This is an optimization exercise on Yosys and OpenROAD, whose aim is small area and a short achievable clock period, not a production implementation. Function was not checked in any run shown here: the RTL went through the layout flow alone. No activity file was given, so power comes from the tool's default toggle rates.

--- design/flow/config.mk ---
export PLATFORM = sky130hd
export DESIGN_NAME = fir_gen
export DESIGN_NICKNAME = fir_gen
export VERILOG_FILES = /design/flow/design.v
export SDC_FILE = /design/flow/constraint.sdc
export NUM_CORES = 4
export LEC_CHECK = 0
export CAP_MARGIN = 20
export CORE_MARGIN = 2
export CORE_UTILIZATION = 40
export SETUP_SLACK_MARGIN = 2.5
export SLEW_MARGIN = 20
export SYNTH_HIERARCHICAL = 1
export SYNTH_MINIMUM_KEEP_SIZE = 0
--- design/flow/constraint.sdc ---
create_clock -name core_clock -period 5.5 [get_ports {clk}]
set_input_delay 1.1000 -clock core_clock [delete_from_list [all_inputs] [get_ports {clk}]]
set_output_delay 1.1000 -clock core_clock [all_outputs]
set_load 0.01 [all_outputs]
--- design/flow/design.v ---
module fir_gen (input clk, input reset, input Load_x,
    input signed [7:0] x_in, input signed [7:0] c_in, output signed [7:0] y_out);
reg [7:0] c0, c1, c2;
reg [3:0] xo, xt, xn;
reg [15:0] a2r0;
reg [15:0] a2r1;
reg [15:0] a2r2;
reg [16:0] a1r0;
reg [16:0] a1r1;
reg [16:0] a1r2;
reg [7:0] a0s;
reg [7:0] a0c;
reg [0:0] a0k;
wire [8:0] xe = {x_in, 1'b0};
wire [3:0] bo, bt, bn;
genvar gi;
generate for (gi = 0; gi < 4; gi = gi + 1) begin : rec
  assign bo[gi] = xe[2*gi+1] ^ xe[2*gi];
  assign bt[gi] = (xe[2*gi+2] & ~xe[2*gi+1] & ~xe[2*gi]) | (~xe[2*gi+2] & xe[2*gi+1] & xe[2*gi]);
  assign bn[gi] = xe[2*gi+2];
end endgenerate
wire p1;
wire p2;
wire p3;
wire p4;
wire p5;
wire p6;
wire p7;
wire p8;
wire p9;
wire p10;
wire p11;
wire p12;
wire p13;
wire p14;
wire p15;
wire p16;
wire p17;
wire p18;
wire p19;
wire p20;
wire p21;
wire p22;
wire p23;
wire p24;
wire p25;
wire p26;
wire p27;
wire p28;
wire p29;
wire p30;
wire p31;
wire p32;
wire p33;
wire p34;
wire p35;
wire p36;
wire s37;
wire c38;
wire s39;
wire c40;
wire s41;
wire c42;
wire s43;
wire c44;
wire s45;
wire c46;
wire s47;
wire c48;
wire s49;
wire c50;
wire s51;
wire c52;
wire s53;
wire c54;
wire s55;
wire c56;
wire s57;
wire c58;
wire s59;
wire c60;
wire s61;
wire c62;
wire s63;
wire c64;
wire s65;
wire c66;
wire s67;
wire c68;
wire s69;
wire c70;
wire s71;
wire c72;
wire s73;
wire c74;
wire p75;
wire p76;
wire p77;
wire p78;
wire p79;
wire p80;
wire p81;
wire p82;
wire p83;
wire p84;
wire p85;
wire p86;
wire p87;
wire p88;
wire p89;
wire p90;
wire p91;
wire p92;
wire p93;
wire p94;
wire p95;
wire p96;
wire p97;
wire p98;
wire p99;
wire p100;
wire p101;
wire p102;
wire p103;
wire p104;
wire p105;
wire p106;
wire p107;
wire p108;
wire p109;
wire p110;
wire s111;
wire c112;
wire s113;
wire c114;
wire s115;
wire c116;
wire s117;
wire c118;
wire s119;
wire c120;
wire s121;
wire c122;
wire s123;
wire c124;
wire s125;
wire c126;
wire s127;
wire c128;
wire s129;
wire c130;
wire s131;
wire c132;
wire s133;
wire c134;
wire s135;
wire c136;
wire s137;
wire c138;
wire s139;
wire c140;
wire s141;
wire c142;
wire s143;
wire c144;
wire s145;
wire c146;
wire s147;
wire c148;
wire s149;
wire c150;
wire s151;
wire c152;
wire s153;
wire c154;
wire s155;
wire c156;
wire s157;
wire c158;
wire s159;
wire c160;
wire s161;
wire c162;
wire s163;
wire c164;
wire s165;
wire c166;
wire s167;
wire c168;
wire s169;
wire c170;
wire s171;
wire c172;
wire s173;
wire c174;
wire s175;
wire c176;
wire s177;
wire c178;
wire s179;
wire c180;
wire p181;
wire p182;
wire p183;
wire p184;
wire p185;
wire p186;
wire p187;
wire p188;
wire p189;
wire p190;
wire p191;
wire p192;
wire p193;
wire p194;
wire p195;
wire p196;
wire p197;
wire p198;
wire p199;
wire p200;
wire p201;
wire p202;
wire p203;
wire p204;
wire p205;
wire p206;
wire p207;
wire p208;
wire p209;
wire p210;
wire p211;
wire p212;
wire p213;
wire p214;
wire p215;
wire p216;
wire s217;
wire c218;
wire s219;
wire c220;
wire s221;
wire c222;
wire s223;
wire c224;
wire s225;
wire c226;
wire s227;
wire c228;
wire s229;
wire c230;
wire s231;
wire c232;
wire s233;
wire c234;
wire s235;
wire c236;
wire s237;
wire c238;
wire s239;
wire c240;
wire s241;
wire c242;
wire s243;
wire c244;
wire s245;
wire c246;
wire s247;
wire c248;
wire s249;
wire c250;
wire s251;
wire c252;
wire s253;
wire c254;
wire s255;
wire c256;
wire s257;
wire c258;
wire s259;
wire c260;
wire s261;
wire c262;
wire s263;
wire c264;
wire s265;
wire c266;
wire s267;
wire c268;
wire s269;
wire c270;
wire s271;
wire c272;
wire s273;
wire c274;
wire s275;
wire c276;
wire s277;
wire c278;
wire s279;
wire c280;
wire s281;
wire c282;
wire s283;
wire c284;
wire s285;
wire c286;
wire s287;
wire c288;
wire s289;
wire c290;
wire s291;
wire c292;
wire s293;
wire c294;
wire s295;
wire c296;
wire s297;
wire c298;
wire s299;
wire c300;
wire s301;
wire c302;
wire g303;
wire g304;
wire g305;
wire g306;
wire g307;
wire g308;
wire g309;
wire g310;
wire g311;
wire x312;
wire x313;
wire x314;
wire x315;
wire x316;
wire x317;
wire x318;
wire x319;
wire x320;
wire g321;
wire o322;
wire g323;
wire o324;
wire g325;
wire o326;
wire g327;
wire o328;
wire g329;
wire o330;
wire g331;
wire o332;
wire g333;
wire o334;
wire g335;
wire o336;
assign p1 = (xo[0] & c2[0]) ^ xn[0];
assign p2 = ((xo[0] & c2[1]) | (xt[0] & c2[0])) ^ xn[0];
assign p3 = ((xo[0] & c2[2]) | (xt[0] & c2[1])) ^ xn[0];
assign p4 = ((xo[0] & c2[3]) | (xt[0] & c2[2])) ^ xn[0];
assign p5 = ((xo[0] & c2[4]) | (xt[0] & c2[3])) ^ xn[0];
assign p6 = ((xo[0] & c2[5]) | (xt[0] & c2[4])) ^ xn[0];
assign p7 = ((xo[0] & c2[6]) | (xt[0] & c2[5])) ^ xn[0];
assign p8 = ((xo[0] & c2[7]) | (xt[0] & c2[6])) ^ xn[0];
assign p9 = ~(((xo[0] & c2[7]) | (xt[0] & c2[7])) ^ xn[0]);
assign p10 = (xo[1] & c2[0]) ^ xn[1];
assign p11 = ((xo[1] & c2[1]) | (xt[1] & c2[0])) ^ xn[1];
assign p12 = ((xo[1] & c2[2]) | (xt[1] & c2[1])) ^ xn[1];
assign p13 = ((xo[1] & c2[3]) | (xt[1] & c2[2])) ^ xn[1];
assign p14 = ((xo[1] & c2[4]) | (xt[1] & c2[3])) ^ xn[1];
assign p15 = ((xo[1] & c2[5]) | (xt[1] & c2[4])) ^ xn[1];
assign p16 = ((xo[1] & c2[6]) | (xt[1] & c2[5])) ^ xn[1];
assign p17 = ((xo[1] & c2[7]) | (xt[1] & c2[6])) ^ xn[1];
assign p18 = ~(((xo[1] & c2[7]) | (xt[1] & c2[7])) ^ xn[1]);
assign p19 = (xo[2] & c2[0]) ^ xn[2];
assign p20 = ((xo[2] & c2[1]) | (xt[2] & c2[0])) ^ xn[2];
assign p21 = ((xo[2] & c2[2]) | (xt[2] & c2[1])) ^ xn[2];
assign p22 = ((xo[2] & c2[3]) | (xt[2] & c2[2])) ^ xn[2];
assign p23 = ((xo[2] & c2[4]) | (xt[2] & c2[3])) ^ xn[2];
assign p24 = ((xo[2] & c2[5]) | (xt[2] & c2[4])) ^ xn[2];
assign p25 = ((xo[2] & c2[6]) | (xt[2] & c2[5])) ^ xn[2];
assign p26 = ((xo[2] & c2[7]) | (xt[2] & c2[6])) ^ xn[2];
assign p27 = ~(((xo[2] & c2[7]) | (xt[2] & c2[7])) ^ xn[2]);
assign p28 = (xo[3] & c2[0]) ^ xn[3];
assign p29 = ((xo[3] & c2[1]) | (xt[3] & c2[0])) ^ xn[3];
assign p30 = ((xo[3] & c2[2]) | (xt[3] & c2[1])) ^ xn[3];
assign p31 = ((xo[3] & c2[3]) | (xt[3] & c2[2])) ^ xn[3];
assign p32 = ((xo[3] & c2[4]) | (xt[3] & c2[3])) ^ xn[3];
assign p33 = ((xo[3] & c2[5]) | (xt[3] & c2[4])) ^ xn[3];
assign p34 = ((xo[3] & c2[6]) | (xt[3] & c2[5])) ^ xn[3];
assign p35 = ((xo[3] & c2[7]) | (xt[3] & c2[6])) ^ xn[3];
assign p36 = ~(((xo[3] & c2[7]) | (xt[3] & c2[7])) ^ xn[3]);
fa_cell us37 (.a(xn[1]), .b(p3), .c(p10), .s(s37), .co(c38));
fa_cell us39 (.a(xn[2]), .b(p5), .c(p12), .s(s39), .co(c40));
fa_cell us41 (.a(p6), .b(p13), .c(p20), .s(s41), .co(c42));
fa_cell us43 (.a(xn[3]), .b(p7), .c(p14), .s(s43), .co(c44));
fa_cell us45 (.a(p8), .b(p15), .c(p22), .s(s45), .co(c46));
assign s47 = ~(p9 ^ p16);
assign c48 = p9 | p16;
fa_cell us49 (.a(p17), .b(p24), .c(p31), .s(s49), .co(c50));
fa_cell us51 (.a(p18), .b(p25), .c(p32), .s(s51), .co(c52));
fa_cell us53 (.a(p4), .b(p11), .c(c38), .s(s53), .co(c54));
fa_cell us55 (.a(p21), .b(p28), .c(c42), .s(s55), .co(c56));
fa_cell us57 (.a(p29), .b(c44), .c(s45), .s(s57), .co(c58));
fa_cell us59 (.a(p23), .b(p30), .c(s47), .s(s59), .co(c60));
fa_cell us61 (.a(p26), .b(p33), .c(c52), .s(s61), .co(c62));
fa_cell us63 (.a(p19), .b(s39), .c(c54), .s(s63), .co(c64));
fa_cell us65 (.a(c46), .b(s59), .c(c58), .s(s65), .co(c66));
fa_cell us67 (.a(c48), .b(s49), .c(c60), .s(s67), .co(c68));
fa_cell us69 (.a(p27), .b(p34), .c(c62), .s(s69), .co(c70));
fa_cell us71 (.a(c40), .b(s41), .c(c64), .s(s71), .co(c72));
fa_cell us73 (.a(c50), .b(s51), .c(c68), .s(s73), .co(c74));
assign p75 = (xo[0] & c1[0]) ^ xn[0];
assign p76 = ((xo[0] & c1[1]) | (xt[0] & c1[0])) ^ xn[0];
assign p77 = ((xo[0] & c1[2]) | (xt[0] & c1[1])) ^ xn[0];
assign p78 = ((xo[0] & c1[3]) | (xt[0] & c1[2])) ^ xn[0];
assign p79 = ((xo[0] & c1[4]) | (xt[0] & c1[3])) ^ xn[0];
assign p80 = ((xo[0] & c1[5]) | (xt[0] & c1[4])) ^ xn[0];
assign p81 = ((xo[0] & c1[6]) | (xt[0] & c1[5])) ^ xn[0];
assign p82 = ((xo[0] & c1[7]) | (xt[0] & c1[6])) ^ xn[0];
assign p83 = ~(((xo[0] & c1[7]) | (xt[0] & c1[7])) ^ xn[0]);
assign p84 = (xo[1] & c1[0]) ^ xn[1];
assign p85 = ((xo[1] & c1[1]) | (xt[1] & c1[0])) ^ xn[1];
assign p86 = ((xo[1] & c1[2]) | (xt[1] & c1[1])) ^ xn[1];
assign p87 = ((xo[1] & c1[3]) | (xt[1] & c1[2])) ^ xn[1];
assign p88 = ((xo[1] & c1[4]) | (xt[1] & c1[3])) ^ xn[1];
assign p89 = ((xo[1] & c1[5]) | (xt[1] & c1[4])) ^ xn[1];
assign p90 = ((xo[1] & c1[6]) | (xt[1] & c1[5])) ^ xn[1];
assign p91 = ((xo[1] & c1[7]) | (xt[1] & c1[6])) ^ xn[1];
assign p92 = ~(((xo[1] & c1[7]) | (xt[1] & c1[7])) ^ xn[1]);
assign p93 = (xo[2] & c1[0]) ^ xn[2];
assign p94 = ((xo[2] & c1[1]) | (xt[2] & c1[0])) ^ xn[2];
assign p95 = ((xo[2] & c1[2]) | (xt[2] & c1[1])) ^ xn[2];
assign p96 = ((xo[2] & c1[3]) | (xt[2] & c1[2])) ^ xn[2];
assign p97 = ((xo[2] & c1[4]) | (xt[2] & c1[3])) ^ xn[2];
assign p98 = ((xo[2] & c1[5]) | (xt[2] & c1[4])) ^ xn[2];
assign p99 = ((xo[2] & c1[6]) | (xt[2] & c1[5])) ^ xn[2];
assign p100 = ((xo[2] & c1[7]) | (xt[2] & c1[6])) ^ xn[2];
assign p101 = ~(((xo[2] & c1[7]) | (xt[2] & c1[7])) ^ xn[2]);
assign p102 = (xo[3] & c1[0]) ^ xn[3];
assign p103 = ((xo[3] & c1[1]) | (xt[3] & c1[0])) ^ xn[3];
assign p104 = ((xo[3] & c1[2]) | (xt[3] & c1[1])) ^ xn[3];
assign p105 = ((xo[3] & c1[3]) | (xt[3] & c1[2])) ^ xn[3];
assign p106 = ((xo[3] & c1[4]) | (xt[3] & c1[3])) ^ xn[3];
assign p107 = ((xo[3] & c1[5]) | (xt[3] & c1[4])) ^ xn[3];
assign p108 = ((xo[3] & c1[6]) | (xt[3] & c1[5])) ^ xn[3];
assign p109 = ((xo[3] & c1[7]) | (xt[3] & c1[6])) ^ xn[3];
assign p110 = ~(((xo[3] & c1[7]) | (xt[3] & c1[7])) ^ xn[3]);
fa_cell us111 (.a(xn[0]), .b(a2r0[0]), .c(a2r1[0]), .s(s111), .co(c112));
fa_cell us113 (.a(xn[1]), .b(a2r0[2]), .c(p77), .s(s113), .co(c114));
fa_cell us115 (.a(a2r0[3]), .b(p78), .c(p85), .s(s115), .co(c116));
fa_cell us117 (.a(xn[2]), .b(a2r0[4]), .c(p79), .s(s117), .co(c118));
fa_cell us119 (.a(a2r0[5]), .b(p80), .c(p87), .s(s119), .co(c120));
fa_cell us121 (.a(xn[3]), .b(a2r0[6]), .c(a2r1[6]), .s(s121), .co(c122));
fa_cell us123 (.a(a2r2[6]), .b(p81), .c(p88), .s(s123), .co(c124));
fa_cell us125 (.a(a2r0[7]), .b(a2r1[7]), .c(p82), .s(s125), .co(c126));
fa_cell us127 (.a(p89), .b(p96), .c(p103), .s(s127), .co(c128));
fa_cell us129 (.a(a2r0[8]), .b(p83), .c(p90), .s(s129), .co(c130));
fa_cell us131 (.a(a2r0[9]), .b(a2r1[9]), .c(p91), .s(s131), .co(c132));
fa_cell us133 (.a(a2r0[10]), .b(p92), .c(p99), .s(s133), .co(c134));
fa_cell us135 (.a(a2r0[11]), .b(a2r1[11]), .c(p100), .s(s135), .co(c136));
fa_cell us137 (.a(a2r0[12]), .b(p101), .c(p108), .s(s137), .co(c138));
fa_cell us139 (.a(a2r0[13]), .b(a2r1[13]), .c(p109), .s(s139), .co(c140));
fa_cell us141 (.a(a2r0[1]), .b(c112), .c(p76), .s(s141), .co(c142));
fa_cell us143 (.a(p86), .b(p93), .c(c116), .s(s143), .co(c144));
fa_cell us145 (.a(p94), .b(c118), .c(s119), .s(s145), .co(c146));
fa_cell us147 (.a(s121), .b(p95), .c(p102), .s(s147), .co(c148));
fa_cell us149 (.a(c122), .b(c124), .c(s125), .s(s149), .co(c150));
fa_cell us151 (.a(p97), .b(p104), .c(c126), .s(s151), .co(c152));
fa_cell us153 (.a(p98), .b(p105), .c(c130), .s(s153), .co(c154));
fa_cell us155 (.a(p106), .b(c132), .c(s133), .s(s155), .co(c156));
fa_cell us157 (.a(p107), .b(c134), .c(s135), .s(s157), .co(c158));
fa_cell us159 (.a(a2r0[14]), .b(p110), .c(c140), .s(s159), .co(c160));
fa_cell us161 (.a(p84), .b(c142), .c(s113), .s(s161), .co(c162));
fa_cell us163 (.a(c120), .b(s147), .c(s123), .s(s163), .co(c164));
fa_cell us165 (.a(c148), .b(s127), .c(s149), .s(s165), .co(c166));
fa_cell us167 (.a(c128), .b(s129), .c(c150), .s(s167), .co(c168));
fa_cell us169 (.a(s131), .b(c152), .c(s153), .s(s169), .co(c170));
fa_cell us171 (.a(c136), .b(s137), .c(c158), .s(s171), .co(c172));
fa_cell us173 (.a(c114), .b(s115), .c(c162), .s(s173), .co(c174));
fa_cell us175 (.a(s151), .b(c166), .c(s167), .s(s175), .co(c176));
fa_cell us177 (.a(c154), .b(s155), .c(c170), .s(s177), .co(c178));
fa_cell us179 (.a(c138), .b(s139), .c(c172), .s(s179), .co(c180));
assign p181 = (xo[0] & c0[0]) ^ xn[0];
assign p182 = ((xo[0] & c0[1]) | (xt[0] & c0[0])) ^ xn[0];
assign p183 = ((xo[0] & c0[2]) | (xt[0] & c0[1])) ^ xn[0];
assign p184 = ((xo[0] & c0[3]) | (xt[0] & c0[2])) ^ xn[0];
assign p185 = ((xo[0] & c0[4]) | (xt[0] & c0[3])) ^ xn[0];
assign p186 = ((xo[0] & c0[5]) | (xt[0] & c0[4])) ^ xn[0];
assign p187 = ((xo[0] & c0[6]) | (xt[0] & c0[5])) ^ xn[0];
assign p188 = ((xo[0] & c0[7]) | (xt[0] & c0[6])) ^ xn[0];
assign p189 = ~(((xo[0] & c0[7]) | (xt[0] & c0[7])) ^ xn[0]);
assign p190 = (xo[1] & c0[0]) ^ xn[1];
assign p191 = ((xo[1] & c0[1]) | (xt[1] & c0[0])) ^ xn[1];
assign p192 = ((xo[1] & c0[2]) | (xt[1] & c0[1])) ^ xn[1];
assign p193 = ((xo[1] & c0[3]) | (xt[1] & c0[2])) ^ xn[1];
assign p194 = ((xo[1] & c0[4]) | (xt[1] & c0[3])) ^ xn[1];
assign p195 = ((xo[1] & c0[5]) | (xt[1] & c0[4])) ^ xn[1];
assign p196 = ((xo[1] & c0[6]) | (xt[1] & c0[5])) ^ xn[1];
assign p197 = ((xo[1] & c0[7]) | (xt[1] & c0[6])) ^ xn[1];
assign p198 = ~(((xo[1] & c0[7]) | (xt[1] & c0[7])) ^ xn[1]);
assign p199 = (xo[2] & c0[0]) ^ xn[2];
assign p200 = ((xo[2] & c0[1]) | (xt[2] & c0[0])) ^ xn[2];
assign p201 = ((xo[2] & c0[2]) | (xt[2] & c0[1])) ^ xn[2];
assign p202 = ((xo[2] & c0[3]) | (xt[2] & c0[2])) ^ xn[2];
assign p203 = ((xo[2] & c0[4]) | (xt[2] & c0[3])) ^ xn[2];
assign p204 = ((xo[2] & c0[5]) | (xt[2] & c0[4])) ^ xn[2];
assign p205 = ((xo[2] & c0[6]) | (xt[2] & c0[5])) ^ xn[2];
assign p206 = ((xo[2] & c0[7]) | (xt[2] & c0[6])) ^ xn[2];
assign p207 = ~(((xo[2] & c0[7]) | (xt[2] & c0[7])) ^ xn[2]);
assign p208 = (xo[3] & c0[0]) ^ xn[3];
assign p209 = ((xo[3] & c0[1]) | (xt[3] & c0[0])) ^ xn[3];
assign p210 = ((xo[3] & c0[2]) | (xt[3] & c0[1])) ^ xn[3];
assign p211 = ((xo[3] & c0[3]) | (xt[3] & c0[2])) ^ xn[3];
assign p212 = ((xo[3] & c0[4]) | (xt[3] & c0[3])) ^ xn[3];
assign p213 = ((xo[3] & c0[5]) | (xt[3] & c0[4])) ^ xn[3];
assign p214 = ((xo[3] & c0[6]) | (xt[3] & c0[5])) ^ xn[3];
assign p215 = ((xo[3] & c0[7]) | (xt[3] & c0[6])) ^ xn[3];
assign p216 = ~(((xo[3] & c0[7]) | (xt[3] & c0[7])) ^ xn[3]);
ha_cell us217 (.a(p185), .b(p192), .s(s217), .co(c218));
ha_cell us219 (.a(p187), .b(p194), .s(s219), .co(c220));
ha_cell us221 (.a(p188), .b(p195), .s(s221), .co(c222));
fa_cell us223 (.a(xn[2]), .b(a1r0[4]), .c(p199), .s(s223), .co(c224));
fa_cell us225 (.a(p186), .b(p193), .c(p200), .s(s225), .co(c226));
ha_cell us227 (.a(a1r0[5]), .b(a1r1[5]), .s(s227), .co(c228));
fa_cell us229 (.a(xn[3]), .b(p201), .c(p208), .s(s229), .co(c230));
fa_cell us231 (.a(a1r0[6]), .b(a1r1[6]), .c(s219), .s(s231), .co(c232));
fa_cell us233 (.a(a1r0[7]), .b(p202), .c(p209), .s(s233), .co(c234));
fa_cell us235 (.a(a1r1[7]), .b(c220), .c(s221), .s(s235), .co(c236));
fa_cell us237 (.a(p189), .b(p196), .c(p203), .s(s237), .co(c238));
fa_cell us239 (.a(a1r0[8]), .b(p210), .c(c222), .s(s239), .co(c240));
fa_cell us241 (.a(p197), .b(p204), .c(p211), .s(s241), .co(c242));
fa_cell us243 (.a(a1r0[9]), .b(a1r1[9]), .c(a1r2[9]), .s(s243), .co(c244));
fa_cell us245 (.a(p198), .b(p205), .c(p212), .s(s245), .co(c246));
fa_cell us247 (.a(a1r0[11]), .b(p206), .c(p213), .s(s247), .co(c248));
ha_cell us249 (.a(p181), .b(xn[0]), .s(s249), .co(c250));
ha_cell us251 (.a(p183), .b(p190), .s(s251), .co(c252));
ha_cell us253 (.a(p184), .b(p191), .s(s253), .co(c254));
fa_cell us255 (.a(a1r1[4]), .b(a1r2[4]), .c(s217), .s(s255), .co(c256));
fa_cell us257 (.a(c218), .b(c224), .c(s225), .s(s257), .co(c258));
fa_cell us259 (.a(c228), .b(c226), .c(s229), .s(s259), .co(c260));
fa_cell us261 (.a(c230), .b(s233), .c(c232), .s(s261), .co(c262));
fa_cell us263 (.a(c234), .b(s237), .c(c236), .s(s263), .co(c264));
fa_cell us265 (.a(c238), .b(s241), .c(c240), .s(s265), .co(c266));
fa_cell us267 (.a(a1r0[10]), .b(c244), .c(c242), .s(s267), .co(c268));
fa_cell us269 (.a(a1r1[11]), .b(a1r2[11]), .c(c246), .s(s269), .co(c270));
fa_cell us271 (.a(a1r0[12]), .b(p207), .c(p214), .s(s271), .co(c272));
ha_cell us273 (.a(a1r0[0]), .b(a1r1[0]), .s(s273), .co(c274));
fa_cell us275 (.a(a1r0[1]), .b(p182), .c(c250), .s(s275), .co(c276));
fa_cell us277 (.a(xn[1]), .b(a1r0[2]), .c(s251), .s(s277), .co(c278));
fa_cell us279 (.a(a1r0[3]), .b(c252), .c(s253), .s(s279), .co(c280));
fa_cell us281 (.a(c254), .b(s223), .c(s255), .s(s281), .co(c282));
fa_cell us283 (.a(s227), .b(c256), .c(s257), .s(s283), .co(c284));
fa_cell us285 (.a(s231), .b(c258), .c(s259), .s(s285), .co(c286));
fa_cell us287 (.a(s235), .b(c260), .c(s261), .s(s287), .co(c288));
fa_cell us289 (.a(s239), .b(c262), .c(s263), .s(s289), .co(c290));
fa_cell us291 (.a(s243), .b(s265), .c(c264), .s(s291), .co(c292));
fa_cell us293 (.a(s245), .b(s267), .c(c266), .s(s293), .co(c294));
fa_cell us295 (.a(s247), .b(c268), .c(s269), .s(s295), .co(c296));
fa_cell us297 (.a(c248), .b(s271), .c(c270), .s(s297), .co(c298));
fa_cell us299 (.a(a1r0[13]), .b(p215), .c(c272), .s(s299), .co(c300));
fa_cell us301 (.a(a1r0[14]), .b(a1r1[14]), .c(p216), .s(s301), .co(c302));
assign g303 = s249 & s273;
assign g304 = c274 & s275;
assign g305 = c276 & s277;
assign g306 = c278 & s279;
assign g307 = c280 & s281;
assign g308 = c282 & s283;
assign g309 = c284 & s285;
assign g310 = c286 & s287;
assign g311 = c288 & s289;
assign x312 = s249 ^ s273;
assign x313 = c274 ^ s275;
assign x314 = c276 ^ s277;
assign x315 = c278 ^ s279;
assign x316 = c280 ^ s281;
assign x317 = c282 ^ s283;
assign x318 = c284 ^ s285;
assign x319 = c286 ^ s287;
assign x320 = c288 ^ s289;
assign g321 = x313 & g303;
assign o322 = g304 | g321;
assign g323 = x314 & o322;
assign o324 = g305 | g323;
assign g325 = x315 & o324;
assign o326 = g306 | g325;
assign g327 = x316 & o326;
assign o328 = g307 | g327;
assign g329 = x317 & o328;
assign o330 = g308 | g329;
assign g331 = x318 & o330;
assign o332 = g309 | g331;
assign g333 = x319 & o332;
assign o334 = g310 | g333;
assign g335 = x320 & o334;
assign o336 = g311 | g335;
always @(posedge clk or posedge reset)
  if (reset) begin
    xo <= 4'd0; xt <= 4'd0; xn <= 4'd0; c0 <= 8'd0; c1 <= 8'd0; c2 <= 8'd0;
    a2r0 <= 16'd22016; a2r1 <= 16'd0; a2r2 <= 16'd0; a1r0 <= 17'd43776; a1r1 <= 17'd0; a1r2 <= 17'd0; a0s <= 8'd0; a0c <= 8'd0; a0k <= 1'd0;
  end else begin
    if (Load_x) begin xo <= bo; xt <= bt; xn <= bn; end
    if (!Load_x) begin c2 <= c_in; c1 <= c2; c0 <= c1; end
        a2r0 <= {1'b0,p36,p35,s69,c74,s73,s67,s65,c56,c72,s71,s63,s53,s37,p2,xn[0]};
    a2r1 <= {1'b0,1'b0,c70,1'b0,s61,1'b0,c66,1'b0,s57,s43,1'b0,1'b0,1'b0,1'b0,1'b0,p1};
    a2r2 <= {1'b0,1'b0,1'b0,1'b0,1'b0,1'b0,1'b0,1'b0,1'b0,s55,1'b0,1'b0,1'b0,1'b0,1'b0,1'b0};
    a1r0 <= {1'b0,c160,c180,s179,s171,c178,s177,c176,s175,c164,c146,c144,c174,s173,s161,s141,s111};
    a1r1 <= {1'b0,1'b0,s159,1'b0,1'b0,c156,1'b0,c168,1'b0,s165,s163,s145,s117,1'b0,1'b0,1'b0,p75};
    a1r2 <= {1'b0,1'b0,1'b0,1'b0,1'b0,s157,1'b0,s169,1'b0,1'b0,1'b0,1'b0,s143,1'b0,1'b0,1'b0,1'b0};
    a0s <= {1'b1,a1r0[15],c300,c298,c296,c294,c292,c290};
    a0c <= {1'b0,c302,s301,s299,s297,s295,s293,s291};
    a0k <= {o336};
  end
assign y_out = {a0s[7],a0s[6],a0s[5],a0s[4],a0s[3],a0s[2],a0s[1],a0s[0]} + {1'b0,a0c[6],a0c[5],a0c[4],a0c[3],a0c[2],a0c[1],a0c[0]} + {7'd0, a0k[0]};
endmodule
module fa_cell (input a, input b, input c, output s, output co);
assign {co, s} = a + b + c;
endmodule
module ha_cell (input a, input b, output s, output co);
assign {co, s} = a + b;
endmodule
--- design/flow/run.sh ---
#!/bin/bash
# synth_recipe.tcl (not shown) runs the flow's synth.tcl, then flattens the netlist and writes it again
# the make line also repeats each setting of config.mk as NAME=value (left out here)
make -C /OpenROAD-flow-scripts/flow DESIGN_CONFIG=/design/flow/config.mk WORK_HOME=/design/flow/orfs CLKGATE_MAP_FILE= SYNTH_SCRIPT=/design/flow/synth_recipe.tcl finish
==> impl_metrics.csv, run 1 <==
group,metric,value,unit
pwr,p_switching,2.13,mW
route,vias,4582,
cts,clockBufferDepth,2,
route,vias_per_cell,5.43,
global_route,grt_usage,17.8,%
final_layout,syn2layout_area_growth,15.2,%
final_layout,final-instance-count-excl-fill,844,
timing,max_freq,307,MHz
cts,cts_sinks,101,
cts,cts_buffers,9,
final_layout,drive_gt1_share,22.9,%
global_route,antenna_found_initial,0,
worst_setup_path,path_max_fanout,2,
worst_hold_path,hold_end,"a0s[6]",
cts,cts_tree,"yes",
timing,finalHoldViolCount,0,
timing,max_slew_margin,35.1,%
floorplanning,die_w,139,µm
worst_setup_path,end_kind,"primary output",
timing,tns,0,ns
timing,setup_viol,0,
floorplanning,fp.dieH,139,µm
worst_setup_path,startpoint_type,"register",
cts,clkLatencyLatePin,0.36,ns
route,dr.pass1.iters,4,
final_layout,layout.nets,742,
worst_setup_path,r2r_setup_slack,2.33,ns
pwr,seq_power_share,25.4,%
timing,rsz0062_at_grt,"true",
cts,cts_root_buf,"clkbuf_16",
worst_setup_path,critPathRequiredTime,4.40,ns
route,wl_per_cell,19.3,µm
floorplanning,start_util,40.8,%
synthesis,ys_warn_count,7,
timing,worst_pin_slew,0.974,ns
timing,hold_slack,0.394,ns
final_layout,layout_commonest_cell,"xnor2_1",
worst_setup_path,r2r-start,"xt[2]",
timing,period_minus_slack,3.26,ns
cts,htreeDepth,3,
pwr,p_leak,3.32,nW
synthesis,netlist_instances,598,
pwr,clkPwrFrac,12.6,%
synthesis,syn_avg_cell_area,12.2,µm²
placement,io_buffers,26,
worst_setup_path,critPathKind,"register to primary output",
worst_hold_path,holdPathStages,0,
synthesis,synth_seq_area_share,34.7,%
floorplanning,fp.coreArea,0.0180,mm²
pwr,ir_worst_vdd,0.325,mV
pwr,comb_power_share,62.0,%
timing,drv_slew,0,
route,postRouteAntennaNets,0,
global_route,grt_overflow,0,
worst_hold_path,hold_start,"a1r0[15]",
pwr,power_density,618,mW/mm²
worst_hold_path,worst_hold_path_type,"register to register",
synthesis,synth_cell_type_count,34,
route,wl,16300,µm
global_route,grt_max_degree,44,
route,drt_iter0_drc,320,
floorplanning,rows,49,
placement,dp_cells,805,
worst_setup_path,r2r-end,"a0k",
cts,clk_pin_slew,0.07,ns
synthesis,syn-cell-area,0.00732,mm²
floorplanning,dieArea,0.0194,mm²
synthesis,mappedNetlistNets,730,
worst_setup_path,critPathArrivalTime,2.16,ns
timing,skew,0.00773,ns
worst_setup_path,cp-startpoint,"a0s[0]",
final_layout,layout_common_cells,"xnor2_1, fa_1, dfrtp_1",
route,drc_errors,0,
worst_setup_path,ff2ff_path_depth,11,
cts,cts_hold_buf,0,
placement,place_congestion,0.811,
job,cap_violations,0,
placement,hpwlAfterDp,10700,µm
synthesis,ys_seq_elements,101,
final_layout,n_antenna_cell,0,
pwr,power.internal,3.08,mW
pwr,swShare,40.9,%
timing,period_share,59.2,%
global_route,grt_pass1_wl,27200,µm
outcome,status,"timing/DRC/antenna clean",
global_route,grt_pass1_vias,5092,
floorplanning,pin_count,27,
repair_timing:
action | CTS | global route
buffers inserted | 19 | 2
gates resized for setup | 65 | 17
endpoints found under the hold margin | 0 | 0
gates cloned | 2 | 0
pin swaps | 20 | 9
endpoints found under the setup margin | 22 | 12
Yosys stat by module (local to each module, per instance):
module / times used / cell area, µm² / flip-flops and latches / cells inside
fa_cell: 88 / 20.0 / 0 / 1
ha_cell: 8 / 12.5 / 0 / 1
fir_gen: 1 / 5460 / 101 / 502
worst max-delay path, stage by stage, from the launching register on:
cell,delay (ns)
dfrtp_1,0.36
inv_1,0.08
fa_2,0.23
inv_2,0.04
fa_2,0.37
a21oi_2,0.16
o211ai_1,0.11
a21oi_1,0.19
xnor2_1,0.13
buf_2,0.14
through the flow:
stage | area (µm²) | power [mW] | utilization [%] | worst slack (ns)
2_1_floorplan | 7450 | 3.56 | - | 2.33
3_5_place_dp | 7750 | 4.45 | 43.1 | 1.78
3_3_place_gp | 7750 | 4.34 | 43.1 | 1.86
6_report | 8440 | 5.22 | 47.0 | 2.24
5_1_grt | 8440 | 5.81 | 47.0 | 2.13
4_1_cts | 8390 | 5.27 | 46.7 | 2.20
cell usage after synthesis, drive strengths merged:
library cell / n / area (µm²)
nand3b: 3 / 22.5
xnor2: 105 / 920
conb: 1 / 3.75
o22ai: 1 / 6.26
o211a: 1 / 10.0
dfrtp: 92 / 2300
ha: 23 / 288
nor4: 1 / 6.26
nor2b: 3 / 18.8
a211oi: 1 / 7.51
clkbuf: 36 / 135
a21o: 1 / 7.51
nand4: 3 / 18.8
o211ai: 1 / 7.51
nor3: 1 / 5.00
nor2: 11 / 41.3
mux2: 28 / 315
o21a: 1 / 7.51
dfstp: 9 / 236
a21oi: 11 / 55.1
o21ai: 17 / 85.1
or3b: 2 / 17.5
o21bai: 1 / 7.51
a22oi: 84 / 631
a31oi: 2 / 12.5
nand2: 18 / 67.6
or4b: 1 / 10.0
o2111ai: 1 / 8.76
fa: 90 / 1800
buf: 25 / 123
inv: 13 / 48.8
xor2: 11 / 96.3
state kept, by name, indices dropped and copies added, names as in the netlist:
name,cells
a0c,7
a2r1,6
xo,4
a0k,1
c1,8
a2r0,15
c2,8
xt,4
a1r1,8
c0,8
xn,4
a2r2,1
a1r0,16
a0s,8
a1r2,3
power groups by stage:
stage	Sequential, mW	Combinational (mW)	Clock (mW)
after global routing	1.36	3.74	0.710
after global placement	1.35	2.99	0
final	1.33	3.23	0.657
after detailed placement	1.36	3.09	0
after floorplan	1.22	2.34	0
after CTS	1.33	3.27	0.671
cell type report:
type / count / area, µm²
fillers: 1584 / 9530
well taps: 229 / 287
clock buffers: 10 / 229
clock inverters: 6 / 72.6
repair buffers: 62 / 614
flip-flops and latches: 101 / 2560
inverters: 13 / 52.6
multi-input cells: 423 / 4620
metal layers:
layer	wire length [µm]	vias to the layer above	part of all wire, %	global-route usage, %
met5	0	-	0	0
met4	224	0	1.4	5.90
met3	877	17	5.4	2.92
met2	8210	105	50	29.1
met1	6950	2412	43	24.4
li1	-	2048	-	-
worst max-delay path by stage:
stage	to	slack [ns]	cells past startpoint
3_5_place_dp	a0k	1.78	10
3_3_place_gp	a0k	1.86	10
5_1_grt	y_out[6]	2.13	9
2_1_floorplan	a0k	2.33	11
4_1_cts	y_out[6]	2.20	9
6_report	y_out[6]	2.24	9
cells by family after synthesis:
group,synth area share (%)
flops,34.7
compound gates,11.5
fa+ha+maj,28.5
xor+xnor,13.9
other cells,0.0512
simple gates,2.84
mux,4.31
buf+inv,4.19
==> run 2: changes to the inputs <==
--- a/design/flow/config.mk
+++ b/design/flow/config.mk
@@ -10,3 +10,3 @@
 export CORE_UTILIZATION = 40
-export SETUP_SLACK_MARGIN = 2.5
+export SETUP_SLACK_MARGIN = 2.0
 export SLEW_MARGIN = 20
==> run 2 against run 1 <==
Compared with the run above:
- utilization is 2.0 points lower
- non-clock buffer count is 13 lower
- area after synthesis stayed put
- sequential cell count stayed put
- final area is 4.3% lower
- critical path type unchanged
- via count is 2.8% lower
- hold slack better by 0.00090 ns
==> impl_metrics.csv, run 2 <==
group,metric,value,unit
global_route,grt_overflow,0,
timing,rsz0062_at_grt,"true",
worst_setup_path,path_max_fanout,3,
synthesis,synth_top_area_share,31.4,%
worst_setup_path,critPathArrivalTime,2.30,ns
synthesis,synth_cell_type_count,34,
route,vias,4454,
timing,max_slew_margin,36.7,%
timing,period_share,61.8,%
synthesis,synth.most_common_cell,"xnor2_1",
global_route,grt_usage,16.8,%
pwr,seq_power_share,27.0,%
route,vias_per_cell,5.36,
pwr,p_leak,3.18,nW
final_layout,layout_commonest_cell,"xnor2_1",
synthesis,ys_seq_elements,101,
cts,cts_tree,"yes",
floorplanning,rows,49,
route,postRouteAntennaNets,0,
timing,finalHoldViolCount,0,
final_layout,fin_util,44.9,%
worst_setup_path,critPathKind,"register to primary output",
floorplanning,fp.dieH,139,µm
floorplanning,pin_count,27,
timing,setup_viol,0,
cts,cts_sinks,101,
pwr,power.internal,2.89,mW
pwr,comb_power_share,61.0,%
final_layout,largest_reg_flops,16,
worst_hold_path,worst_hold_path_type,"register to register",
route,dr.pass1.iters,5,
cts,cts_root_buf,"clkbuf_16",
placement,dp_cells,806,
synthesis,synthArstFlopShare,100,%
synthesis,synthTopCellsByCount,"xnor2_1, dfrtp_1, fa_1",
worst_setup_path,startpoint_type,"register",
final_layout,nFillCells,1630,
pwr,power_density,611,mW/mm²
synthesis,synth_ff_type,"dfrtp_1",
pwr,ir_worst_vdd,0.278,mV
synthesis,mappedNetlistNets,730,
route,drt_iter0_drc,266,
global_route,grt_max_degree,44,
floorplanning,dieArea,0.0194,mm²
timing,tns,0,ns
pwr,clkPwrFrac,12.0,%
worst_setup_path,end_kind,"primary output",
pwr,p_switching,2.04,mW
placement,hpwlAfterDp,10700,µm
floorplanning,die_w,139,µm
placement,place_congestion,0.837,
cts,clk_pin_slew,0.06,ns
synthesis,synth_edf_count,0,
timing,drv_slew,0,
synthesis,synth_seq_area_share,34.7,%
synthesis,syn_avg_cell_area,12.2,µm²
timing,skew,0.0124,ns
cts,cts_buffers,9,
route,drc_errors,0,
placement,io_buffers,26,
timing,period_minus_slack,3.40,ns
cts,clkLatencyLatePin,0.35,ns
cts,cts_hold_buf,0,
final_layout,syn2layout_area_growth,10.3,%
synthesis,syn-cell-area,0.00732,mm²
pwr,swShare,41.3,%
final_layout,final-instance-count-excl-fill,831,
outcome,status,"timing/DRC/antenna clean",
final_layout,layout.nets,729,
timing,hold_slack,0.394,ns
final_layout,drive_gt1_share,14.5,%
final_layout,top_register,"a1r0",
synthesis,netlist_instances,598,
route,wl_per_cell,18.6,µm
cts,htreeDepth,3,
final_layout,reg.largest.list,"a1r0 (16), a2r0 (15)",
timing,max_freq,294,MHz
synthesis,synthTopCellsByArea,"dfrtp_1, fa_1, xnor2_1, a22oi_1, mux2_2",
floorplanning,start_util,40.8,%
synthesis,ys_warn_count,7,
global_route,grt_pass1_wl,25800,µm
job,cap_violations,0,
global_route,grt_pass1_vias,4879,
final_layout,n_antenna_cell,0,
route,wl,15500,µm
synthesis,yosys.area.top_type,"dfrtp_1",
floorplanning,fp.coreArea,0.0180,mm²
final_layout,layout_common_cells,"xnor2_1, fa_1, dfrtp_1",
global_route,antenna_found_initial,0,
cts,clockBufferDepth,2,
timing,worst_pin_slew,0.949,ns
worst_setup_path,critPathRequiredTime,4.40,ns
-- run 2: cell counts after synthesis --
Identical to the previous run, type by type.
-- run 2: metal layers --
layer	vias to the layer above	GRT usage [%]	part of all wire, %
met4	0	4.36	1.1
met1	2337	22.8	43
li1	2014	-	-
met3	10	2.31	4.4
met5	-	0	0
met2	93	28.5	52
-- run 2: cell families (layout without fill, tap and decap cells) --
family / Yosys count / in the layout / synth area share, %
AND/OR/NAND/NOR: 43 / 43 / 2.84
XOR/XNOR: 116 / 116 / 13.9
other: 1 / 1 / 0.0512
AO/OA/AOI/OAI: 122 / 122 / 11.5
multiplexers: 28 / 28 / 4.31
flip-flops: 101 / 101 / 34.7
buffers and inverters: 74 / 78 / 4.19
adder cells (fa/ha/maj): 113 / 113 / 28.5
-- run 2: cell type report --
type | instances | area [µm²] | share of cell area [%]
Multi-Input combinational cell | 423 | 4490 | 55.6
Sequential cell | 101 | 2550 | 31.5
Timing Repair Buffer | 49 | 429 | 5.32
Tap cell | 229 | 287 | 3.55
Clock buffer | 11 | 233 | 2.88
Inverter | 13 | 52.6 | 0.651
Clock inverter | 5 | 35.0 | 0.434
-- run 2: worst paths after layout --
check	from	to	slack [ns]	cells after the start
min in group asynchronous	reset	a1r1[14]	1.29	2
hold reg to reg	a1r0[15]	a0s[6]	0.39	0
max in group asynchronous	reset	a1r0[8]	3.24	3
setup / recovery	a0s[1]	y_out[5]	2.10	6
setup reg to reg	xt[1]	a0k	2.11	12
hold / removal	a1r0[15]	a0s[6]	0.39	0
-- run 2: timing repair --
action | in CTS | in global routing
setup buffers | 0 | 9
gates resized for setup | 11 | 8
pin swaps | 0 | 1
endpoints found under the setup margin | 5 | 5
-- run 2: power groups by stage --
| stage | sequential, mW | combinational [mW] | clock [mW] |
|---|---|---|---|
| finish | 1.33 | 3.01 | 0.590 |
| global route | 1.37 | 3.48 | 0.642 |
| CTS | 1.34 | 3.06 | 0.608 |
| detailed placement | 1.35 | 3.07 | 0 |
| global placement | 1.35 | 2.95 | 0 |
| floorplan | 1.22 | 2.28 | 0 |
-- run 2: modules after synthesis (local to each module, per instance) --
module   flops+latches  times used
fa_cell              0          88
fir_gen            101           1
ha_cell              0           8
-- run 2: metrics by stage --
step | total power [mW] | area (µm²) | setup slack [ns]
after global routing | 5.49 | 8070 | 1.94
after detailed placement | 4.43 | 7720 | 1.82
after floorplan | 3.50 | 7330 | 2.09
after CTS | 5.01 | 8000 | 2.01
final | 4.93 | 8070 | 2.10
after global placement | 4.30 | 7720 | 1.93
-- run 2: worst max-delay path: stages, from the launching register on --
cell and delay, ns:
dfrtp_1 0.41, ha_1 0.29, nor2b_1 0.14, o211a_1 0.24, or4b_1 0.50, o2111ai_1 0.11
clkdlybuf4s15_1 0.27
==> run 3: changes to the inputs <==
--- a/design/flow/config.mk
+++ b/design/flow/config.mk
@@ -10,3 +10,4 @@
 export CORE_UTILIZATION = 40
-export SETUP_SLACK_MARGIN = 2.0
+export CTS_BUF_LIST = sky130_fd_sc_hd__clkbuf_8
+export SETUP_SLACK_MARGIN = 2.5
 export SLEW_MARGIN = 20
==> run 3 against run 2 <==
Compared with the run above:
- still clean on timing, DRC and antenna
- clock skew increased by 0.0015 ns
- hold slack improved by 0.0020 ns
- critical path depth increased by 3
- first-iteration DRC count decreased by 2.3%
- register-to-register slack improved by 0.22 ns
- die area unchanged
- sequential power about the same
- largest cell class unchanged
- highest routed layer unchanged
==> impl_metrics.csv, run 3 <==
group,metric,value,unit
timing,max_slew_margin,36.0,%
synthesis,synth_cell_type_count,34,
worst_setup_path,path_max_fanout,2,
synthesis,synthArstFlopShare,100,%
floorplanning,start_util,40.8,%
final_layout,syn2layout_area_growth,14.7,%
placement,place_congestion,0.811,
synthesis,mappedNetlistNets,730,
route,wl,16400,µm
worst_setup_path,startpoint_type,"register",
worst_hold_path,holdPathStages,0,
timing,finalHoldViolCount,0,
synthesis,syn-cell-area,0.00732,mm²
timing,setup_viol,0,
route,drc_errors,0,
cts,clkLatencyLatePin,0.40,ns
synthesis,synth_top_area_share,31.4,%
floorplanning,die_w,139,µm
timing,rsz0062_at_grt,"true",
job,cap_violations,0,
synthesis,syn_avg_cell_area,12.2,µm²
synthesis,ys_seq_elements,101,
global_route,grt_pass1_vias,5024,
worst_hold_path,hold_end,"a0s[6]",
worst_setup_path,ff2ff_path_depth,11,
cts,cts_hold_buf,0,
worst_setup_path,critPathRequiredTime,4.40,ns
worst_setup_path,end_kind,"primary output",
worst_hold_path,worst_hold_path_type,"register to register",
cts,cts_sinks,101,
worst_setup_path,r2r_setup_slack,2.33,ns
floorplanning,dieArea,0.0194,mm²
final_layout,n_antenna_cell,0,
outcome,status,"timing/DRC/antenna clean",
route,dr.pass1.iters,4,
global_route,grt_pass1_wl,27200,µm
global_route,grt_overflow,0,
final_layout,layout_common_cells,"xnor2_1, fa_1, dfrtp_1",
pwr,p_leak,3.30,nW
synthesis,synth.most_common_cell,"xnor2_1",
final_layout,fin_util,46.8,%
global_route,grt_max_degree,44,
route,postRouteAntennaNets,0,
pwr,power_density,604,mW/mm²
timing,period_share,59.9,%
timing,period_minus_slack,3.30,ns
worst_setup_path,critPathKind,"register to primary output",
final_layout,nFillCells,1574,
synthesis,synth_ff_type,"dfrtp_1",
synthesis,synthTopCellsByCount,"xnor2_1, dfrtp_1, fa_1",
cts,clockBufferDepth,2,
timing,skew,0.0138,ns
pwr,ir_worst_vdd,0.325,mV
placement,io_buffers,26,
global_route,grt_usage,17.8,%
pwr,p_total,5.07,mW
worst_setup_path,r2r-start,"xt[2]",
synthesis,netlist_instances,598,
route,vias,4537,
timing,max_freq,303,MHz
route,wl_per_cell,19.3,µm
floorplanning,fp.coreArea,0.0180,mm²
synthesis,yosys.area.top_type,"dfrtp_1",
synthesis,synthTopCellsByArea,"dfrtp_1, fa_1, xnor2_1, a22oi_1, mux2_2",
synthesis,synth_edf_count,0,
cts,clk_pin_slew,0.10,ns
synthesis,ys_warn_count,7,
timing,worst_pin_slew,0.960,ns
placement,hpwlAfterDp,10700,µm
final_layout,largest_reg_flops,16,
final_layout,layout.nets,745,
final_layout,reg.largest.list,"a1r0 (16), a2r0 (15)",
final_layout,layout_commonest_cell,"xnor2_1",
synthesis,synth_seq_area_share,34.7,%
worst_setup_path,critPathArrivalTime,2.20,ns
worst_setup_path,r2r-end,"a0k",
final_layout,drive_gt1_share,23.8,%
timing,drv_slew,0,
floorplanning,fp.dieH,139,µm
global_route,antenna_found_initial,0,
floorplanning,pin_count,27,
cts,cts_buffers,9,
cts,cts_root_buf,"clkbuf_8",
cts,htreeDepth,3,
worst_hold_path,hold_start,"a1r0[15]",
route,drt_iter0_drc,260,
route,vias_per_cell,5.36,
floorplanning,rows,49,
final_layout,top_register,"a1r0",
cts,cts_tree,"yes",
timing,tns,0,ns
## run 3: where the power goes
group,internal [mW],switching [mW]
sequential,1.10,0.232
clock,0.213,0.284
combinational,1.64,1.61
## run 3: modules after synthesis, one instance, submodules excluded
module	cells	flip-flops and latches	times used	cell area (µm²)
fa_cell	1	0	88	20.0
fir_gen	502	101	1	5460
ha_cell	1	0	8	12.5
## run 3: how the worst max path moves through the flow
stage	from	end	slack (ns)	depth (start not counted)
finish	a0k	y_out[6]	2.20	9
floorplan	xo[2]	a0k	2.33	11
global placement	xt[0]	a0k	1.86	10
global route	a0k	y_out[6]	2.09	9
detailed placement	xt[0]	a0k	1.78	10
CTS	a0k	y_out[6]	2.15	9
## run 3: logic make-up after synthesis
group	after synthesis	share of synthesized area, %
mux	28	4.31
xor+xnor	116	13.9
flops	101	34.7
compound gates	122	11.5
simple gates	43	2.84
fa+ha+maj	113	28.5
other cells	1	0.0512
buf+inv	74	4.19
## run 3: layout make-up
class,instances,area (µm²),share of cell area (%)
Clock buffer,9,124,1.47
Tap cell,229,287,3.41
Inverter,13,52.6,0.626
Clock inverter,7,76.3,0.909
Timing Repair Buffer,65,659,7.85
Multi-Input combinational cell,423,4640,55.2
Sequential cell,101,2560,30.5
## run 3: critical path: stages (launching register included)
cell and delay (ns):
dfrtp_1 0.40, inv_2 0.06, fa_2 0.21, inv_2 0.04, fa_2 0.37, a21oi_2 0.16
o211ai_1 0.11, a21oi_1 0.19, xnor2_1 0.13, buf_2 0.14
## run 3: routing by layer
metal	up-vias	GRT usage, %	routed length [µm]
met2	78	29.3	8350
li1	2049	-	-
met3	10	1.96	598
met5	-	0	0
met4	0	6.43	194
met1	2400	24.6	7240
## run 3: what timing repair did
action	CTS	global route
pin swaps	21	7
setup buffers	19	4
endpoints found under the setup margin	24	11
resized for setup	67	23
cloned	2	1
## run 3: metrics by stage
| stage | std cells | instance area, µm² | setup WS, ns | hold slack [ns] |
|---|---|---|---|---|
| 3_5_place_dp | 805 | 7750 | 1.78 | 0.383 |
| 6_report | 847 | 8400 | 2.20 | 0.396 |
| 2_1_floorplan | 598 | 7450 | 2.33 | 0.379 |
| 5_1_grt | 847 | 8400 | 2.09 | 0.408 |
| 4_1_cts | 842 | 8280 | 2.15 | 0.399 |
| 3_3_place_gp | 805 | 7750 | 1.86 | 0.388 |
==> run 4: changes to the inputs <==
--- a/design/flow/config.mk
+++ b/design/flow/config.mk
@@ -7,2 +7,3 @@
 export LEC_CHECK = 0
+export ABC_AREA = 1
 export CAP_MARGIN = 20
@@ -10,3 +11,2 @@
 export CORE_UTILIZATION = 40
-export CTS_BUF_LIST = sky130_fd_sc_hd__clkbuf_8
 export SETUP_SLACK_MARGIN = 2.5
==> run 4 against run 3 <==
Compared with the run above:
- cell count is 9.3% higher
- routed wire length up 9.1%
- area after synthesis fell by 2.3%
- worst setup slack better by 0.043 ns
- utilization up 2.3 points
- count of clock-buffer cells in the layout grew 2
- clock skew is 0.0079 ns lower
- critical path type is now register to register
- largest power group unchanged
==> impl_metrics.csv, run 4 <==
group,metric,value,unit
synthesis,synthTopCellsByCount,"xor2_1, dfrtp_1, fa_1",
placement,hpwlAfterDp,11400,µm
worst_setup_path,crit_end,"a0k",
worst_setup_path,cp-startpoint,"xo[0]",
synthesis,synth_top_area_share,32.2,%
synthesis,synthTopCellsByArea,"dfrtp_1, fa_1, xor2_1, o22ai_1, ha_1",
synthesis,syn_avg_cell_area,11.2,µm²
timing,setup_viol,0,
synthesis,synth.most_common_cell,"xor2_1",
cts,clk_pin_slew,0.07,ns
worst_hold_path,worst_hold_path_type,"register to register",
synthesis,netlist_instances,641,
floorplanning,fp.coreArea,0.0174,mm²
worst_setup_path,r2r-start,"xo[0]",
synthesis,synth_edf_count,0,
timing,fin_ws,2.25,ns
floorplanning,start_util,41.1,%
placement,place_congestion,0.830,
timing,finalHoldViolCount,0,
timing,hold_slack,0.393,ns
synthesis,synthArstFlopShare,100,%
route,vias,5097,
worst_setup_path,r2r-end,"a0k",
floorplanning,dieArea,0.0190,mm²
route,wl_per_cell,19.3,µm
timing,drv_slew,0,
final_layout,largest_reg_flops,16,
cts,clockBufferDepth,2,
final_layout,final-instance-count-excl-fill,926,
worst_setup_path,end_kind,"register",
synthesis,syn-cell-area,0.00716,mm²
worst_setup_path,startpoint_type,"register",
synthesis,yosys.area.top_type,"dfrtp_1",
final_layout,reg.largest.list,"a1r0 (16), a2r0 (15)",
route,dr.pass1.iters,5,
synthesis,mappedNetlistNets,773,
timing,period_minus_slack,3.25,ns
final_layout,fin_util,49.0,%
timing,rsz0062_at_grt,"true",
worst_setup_path,r2r_setup_slack,2.25,ns
pwr,p_total,4.70,mW
final_layout,fin_area,0.00854,mm²
route,drc_errors,0,
global_route,grt_pass1_vias,5238,
floorplanning,rows,48,
global_route,grt_overflow,0,
global_route,antenna_found_initial,0,
timing,period_share,59.2,%
worst_setup_path,critPathKind,"register to register",
synthesis,ys_seq_elements,101,
final_layout,drive_gt1_share,20.3,%
final_layout,syn2layout_area_growth,19.3,%
placement,placed_area,0.00763,mm²
cts,htreeDepth,3,
floorplanning,pin_count,27,
timing,max_slew_margin,63.7,%
route,wl,17900,µm
final_layout,layout_common_cells,"xor2_1, dfrtp_1, fa_1",
floorplanning,fp.dieH,138,µm
route,drt_iter0_drc,375,
global_route,grt_max_degree,60,
route,vias_per_cell,5.50,
cts,cts_root_buf,"clkbuf_16",
worst_hold_path,holdPathStages,0,
pwr,ir_worst_vdd,0.202,mV
job,cap_violations,0,
worst_setup_path,critPathRequiredTime,5.75,ns
pwr,power_density,551,mW/mm²
worst_setup_path,worst_path_max_delay_cell,"fa_1",
worst_setup_path,crit_chain,"clkinvlp_4 -> buf_4 -> buf_4 -> o22ai_1 -> xor2_1 -> ha_1 -> fa_1 -> fa_1 -> fa_1 -> ha_1 -> nand2_1 -> nand2_1",
final_layout,layout_commonest_cell,"xor2_1",
worst_setup_path,path_max_fanout,4,
final_layout,layout.nets,828,
placement,io_buffers,26,
timing,tns,0,ns
cts,clkLatencyLatePin,0.36,ns
worst_setup_path,cpPeakStageDelay,0.51,ns
timing,worst_pin_slew,0.541,ns
worst_setup_path,critPathArrivalTime,3.51,ns
synthesis,synth_cell_type_count,24,
synthesis,synth_seq_area_share,35.5,%
global_route,grt_pass1_wl,28300,µm
outcome,status,"timing/DRC/antenna clean",
worst_setup_path,crit_top_cell,"fa_1",
timing,skew,0.00591,ns
final_layout,n_antenna_cell,0,
placement,dp_cells,863,
route,postRouteAntennaNets,0,
synthesis,synth_ff_type,"dfrtp_1",
worst_setup_path,ff2ff_path_depth,12,
final_layout,top_register,"a1r0",
pwr,p_leak,3.70,nW
global_route,grt_usage,19.9,%
cts,cts_sinks,101,
placement,post-place-ws,1.84,ns
cts,cts_tree,"yes",
cts,cts_buffers,9,
cts,cts_hold_buf,0,
timing,max_freq,307,MHz
synthesis,ys_warn_count,7,
floorplanning,die_w,138,µm
## run 4: changes by cell type in the layout (fill, tap and decap cells not counted), moves of 28 or more
cell | previous run | this run
a22oi_1 | 76 | 3
xnor2_1 | 102 | 1
nand2_1 | 18 | 63
mux2_2 | 28 | 0
xor2_1 | 11 | 109
o21ai_0 | 12 | 43
o22ai_1 | 1 | 78
## run 4: how the worst min path moves through the flow
stage / startpoint / end / slack [ns]
floorplan: a1r0[15] / a0s[6] / 0.38
global placement: a1r0[15] / a0s[6] / 0.38
detailed placement: a1r0[15] / a0s[6] / 0.39
CTS: a1r0[15] / a0s[6] / 0.40
global route: a1r0[15] / a0s[6] / 0.40
finish: a1r0[15] / a0s[6] / 0.39
## run 4: per-layer routing
layer	part of all wire (%)	vias up	GRT usage, %
met5	0	-	0
met4	3.1	0	8.73
met3	6.3	46	3.24
met2	50	220	32.4
met1	40	2603	26.3
li1	-	2228	-
## run 4: area by class of cell
| class | instances | area, µm² |
|---|---|---|
| fill | 1546 | 8880 |
| multi-input combinational | 442 | 4400 |
| sequential | 101 | 2560 |
| timing repair buffer | 73 | 648 |
| tap | 225 | 282 |
| inverter | 63 | 279 |
| clock buffer | 11 | 253 |
| clock inverter | 5 | 81.3 |
| timing repair inverter | 6 | 42.5 |
## run 4: per-module statistics from Yosys (local to each module, per instance)
module / cells inside / flops+latches
fa_cell: 1 / 0
fir_gen: 545 / 101
ha_cell: 1 / 0
## run 4: logic make-up (layout without fill, tap and decap cells)
| group | Yosys count | in the layout | synth area share (%) |
|---|---|---|---|
| buffers and inverters | 98 | 158 | 5.58 |
| flip-flops | 101 | 101 | 35.5 |
| AND/OR/NAND/NOR | 69 | 69 | 3.65 |
| XOR/XNOR | 114 | 114 | 14.0 |
| adder cells (fa/ha/maj) | 113 | 113 | 29.2 |
| other | 1 | 1 | 0.0524 |
| AO/OA/AOI/OAI | 145 | 145 | 12.1 |
## run 4: report_power, final
group | internal, mW | total, mW | switching, mW
logic | 1.29 | 2.75 | 1.46
registers | 1.07 | 1.24 | 0.165
clock network | 0.425 | 0.717 | 0.292
## run 4: critical path: cells and delay by family, from the launching register on
family	cells	cell delay [ns]
fa+ha+maj	5	1.85
buf+inv	3	0.46
flops	1	0.39
xor+xnor	1	0.19
compound gates	1	0.16
simple gates	2	0.10
## run 4: repair_timing
item / in CTS / in global routing
gates cloned: 5 / 1
endpoints found under the setup margin: 24 / 19
resized for setup: 51 / 44
buffers inserted: 18 / 22
pin swaps: 5 / 16
==> run 5: changes to the inputs <==
--- a/design/flow/config.mk
+++ b/design/flow/config.mk
@@ -7,3 +7,2 @@
 export LEC_CHECK = 0
-export ABC_AREA = 1
 export CAP_MARGIN = 20
@@ -11,3 +10,3 @@
 export CORE_UTILIZATION = 40
-export SETUP_SLACK_MARGIN = 2.5
+export SETUP_SLACK_MARGIN = 2.75
 export SLEW_MARGIN = 20
==> run 5 against run 4 <==
Compared with the run above:
- critical endpoint is now y_out[6]
- critical path type is now register to primary output
- die area up 2.3%
- sequential share of layout area down 0.74 points
- clock skew up 0.0042 ns
- worst setup slack worse by 0.014 ns
- still clean
- synthesized cell count down 6.7%
- cell count down 7.2%
- routed wire length down 3.1%
- count of clock-buffer cells in the layout unchanged
==> impl_metrics.csv, run 5 <==
group,metric,value,unit
outcome,status,"timing/DRC/antenna clean",
synthesis,netlist_instances,598,
route,vias_per_cell,5.55,
worst_setup_path,crit_cells,9,
pwr,power.internal,3.21,mW
synthesis,mappedNetlistNets,730,
worst_setup_path,path_max_fanout,2,
timing,hold_slack,0.396,ns
route,dr.pass1.iters,7,
synthesis,syn_avg_cell_area,12.2,µm²
placement,place_congestion,0.828,
worst_setup_path,critPathKind,"register to primary output",
synthesis,synth_top_family_by_area,"adder cells",
floorplanning,die_w,139,µm
final_layout,reg.largest.list,"a1r0 (16), a2r0 (15)",
timing,max_slew_margin,35.9,%
synthesis,synth.most_common_cell,"xnor2_1",
synthesis,synthTopCellsByArea,"dfrtp_1, fa_1, xnor2_1, a22oi_1, mux2_2",
pwr,swShare,40.8,%
final_layout,top_register,"a1r0",
worst_setup_path,end_kind,"primary output",
timing,max_freq,306,MHz
cts,clkLatencyLatePin,0.35,ns
cts,cts_sinks,101,
final_layout,layout.nets,757,
final_layout,drive_gt1_share,32.4,%
timing,drv_slew,0,
floorplanning,pin_count,27,
pwr,p_leak,3.42,nW
global_route,grt_max_degree,44,
timing,setup_viol,0,
synthesis,synthArstFlopShare,100,%
worst_setup_path,crit_chain,"inv_2 -> fa_2 -> inv_2 -> fa_2 -> a21oi_2 -> o211ai_1 -> a21oi_1 -> xnor2_1 -> buf_2",
cts,clockBufferDepth,2,
job,cap_violations,0,
timing,period_minus_slack,3.27,ns
synthesis,synthXorXnorAreaFrac,13.9,%
synthesis,synth_seq_area_share,34.7,%
synthesis,yosys.area_share.simple,2.84,%
timing,skew,0.0101,ns
synthesis,ys_warn_count,7,
final_layout,layout_commonest_cell,"xnor2_1",
worst_setup_path,cpLargestDelayFamily,"adder cells",
timing,period_share,59.4,%
worst_setup_path,startpoint_type,"register",
floorplanning,fp.dieH,139,µm
floorplanning,fp.coreArea,0.0180,mm²
route,wl_per_cell,20.2,µm
global_route,grt_usage,18.7,%
worst_hold_path,holdPathStages,0,
timing,tns,0,ns
worst_setup_path,ff2ff_path_depth,9,
pwr,power_density,617,mW/mm²
global_route,grt_pass1_vias,5223,
cts,cts_root_buf,"clkbuf_16",
pwr,seq_power_share,24.8,%
final_layout,final-instance-count-excl-fill,859,
floorplanning,dieArea,0.0194,mm²
worst_hold_path,worst_hold_path_type,"register to register",
final_layout,layout_common_cells,"xnor2_1, dfrtp_1, a22oi_1",
cts,cts_tree,"yes",
cts,htreeDepth,3,
worst_setup_path,critPathRequiredTime,4.40,ns
cts,cts_buffers,9,
synthesis,syn-cell-area,0.00732,mm²
final_layout,syn2layout_area_growth,19.9,%
pwr,clkPwrFrac,12.2,%
timing,rsz0062_at_grt,"true",
final_layout,fin_area,0.00878,mm²
global_route,grt_pass1_wl,28500,µm
worst_setup_path,critPathBufInv,3,
worst_setup_path,worst_path_max_delay_cell,"dfrtp_1",
global_route,antenna_found_initial,0,
synthesis,synth_ff_type,"dfrtp_1",
pwr,p_total,5.42,mW
synthesis,yosys.area.top_type,"dfrtp_1",
synthesis,synth_compound_area_share,11.5,%
route,drc_errors,0,
final_layout,n_antenna_cell,0,
route,wl,17300,µm
global_route,grt_overflow,0,
placement,dp_cells,805,
synthesis,synthAdderAreaFrac,28.5,%
final_layout,nFillCells,1565,
synthesis,synth_edf_count,0,
placement,hpwlAfterDp,10900,µm
pwr,comb_power_share,63.0,%
cts,clk_pin_slew,0.07,ns
route,postRouteAntennaNets,0,
final_layout,largest_reg_flops,16,
synthesis,muxShareOfSynthArea,4.31,%
synthesis,synth_top_area_share,31.4,%
pwr,ir_worst_vdd,0.334,mV
timing,finalHoldViolCount,0,
timing,worst_pin_slew,0.962,ns
pwr,p_switching,2.21,mW
floorplanning,rows,49,
route,vias,4764,
route,drt_iter0_drc,275,
placement,io_buffers,26,
placement,placed_area,0.00776,mm²
synthesis,synth_cell_type_count,34,
synthesis,ys_seq_elements,101,
worst_setup_path,cpPeakStageDelay,0.39,ns
worst_setup_path,critPathArrivalTime,2.17,ns
floorplanning,start_util,40.8,%
synthesis,synthTopCellsByCount,"xnor2_1, dfrtp_1, fa_1",
run 5: final timing paths:
kind                       endpoint      from  slack [ns]
max in group asynchronous   a1r0[8]     reset        3.24
min                          a0s[6]  a1r0[15]        0.40
max                        y_out[6]       a0k        2.23
max reg2reg                     a0k     xt[1]        2.32
min reg2reg                  a0s[6]  a1r0[15]        0.40
min in group asynchronous    a0s[6]     reset        1.29
run 5: power by group through the flow:
stage          Sequential (mW)  Clock [mW]  Combinational, mW
2_1_floorplan             1.22           0               2.35
3_3_place_gp              1.36           0               3.01
3_5_place_dp              1.37           0               3.11
4_1_cts                   1.34       0.669               3.38
5_1_grt                   1.39       0.706               3.93
6_report                  1.34       0.658               3.41
run 5: area by class of cell:
cell class	count	area (µm²)	area share (%)
timing repair buffer	77	766	8.72
clock inverter	5	58.8	0.670
tap	229	287	3.26
clock buffer	11	243	2.77
sequential	101	2560	29.2
multi-input combinational	423	4810	54.8
inverter	13	52.6	0.599
run 5: per-module statistics from Yosys, one instance, submodules excluded:
module	cells	cell area, µm²	flops+latches	times used
fa_cell	1	20.0	0	88
fir_gen	502	5460	101	1
ha_cell	1	12.5	0	8
run 5: repair_timing:
item / 4_1_cts / 5_1_grt
endpoints found under the setup margin: 37 / 30
resized for setup: 108 / 42
pin swaps: 41 / 33
hold buffers: 0 / 0
gates cloned: 1 / 0
hold endpoints to repair: 0 / 0
buffers inserted: 31 / 6
run 5: per-stage QoR:
stage	utilization [%]	setup WS [ns]
6_report	48.9	2.23
5_1_grt	48.9	2.10
4_1_cts	47.7	2.20
3_5_place_dp	43.2	1.81
3_3_place_gp	43.2	1.92
2_1_floorplan	-	2.33
run 5: cells by family (layout without fill, tap and decap cells):
logic type,after synthesis,in the layout
buffers and inverters,74,106
AND/OR/NAND/NOR,43,43
multiplexers,28,28
AO/OA/AOI/OAI,122,122
adder cells (fa/ha/maj),113,113
other,1,1
flip-flops,101,101
XOR/XNOR,116,116
run 5: per-layer routing:
metal	track usage [%]	routed length [µm]	vias up
li1	-	-	2075
met4	6.11	364	0
met5	0	0	-
met2	30.8	8720	150
met3	4.40	1060	35
met1	24.6	7190	2504

[afterwards: timing with drivers on the ports]
Ports are ideal in the flow. The routed layouts listed here were re-timed in OpenROAD.
Step 1 sets driving cells, clkbuf_16 on the clock port and buf_2 on the other inputs (assumed; they add their load-dependent delay and slew).
Step 2 also shifts input and output timing later by t, the mid clock arrival at the registers, as if the neighbouring blocks saw the same clock.
Slacks: no drivers / after step 1 / after step 2; pairs: no drivers / after step 1.
| run | t, ns | slack for setup (ns) | hold slack, ns | worst register clock-pin slew, ns | pins driven straight from the clock port |
|---|---|---|---|---|---|
| run 1 | 0.403 | 2.242 / 2.197 / 2.331 | 0.394 / 0.394 / 0.394 | 0.07 / 0.07 | 1 |
| run 2 | 0.384 | 2.102 / 2.062 / 2.108 | 0.394 / 0.394 / 0.394 | 0.07 / 0.07 | 1 |
| run 3 | 0.433 | 2.203 / 2.161 / 2.326 | 0.396 / 0.396 / 0.396 | 0.11 / 0.11 | 1 |
| run 4 | 0.397 | 2.246 / 2.246 / 2.246 | 0.393 / 0.393 / 0.393 | 0.07 / 0.07 | 1 |
| run 5 | 0.392 | 2.232 / 2.189 / 2.320 | 0.396 / 0.396 / 0.396 | 0.07 / 0.07 | 1 |
After both steps setup and hold are still met in every run listed.
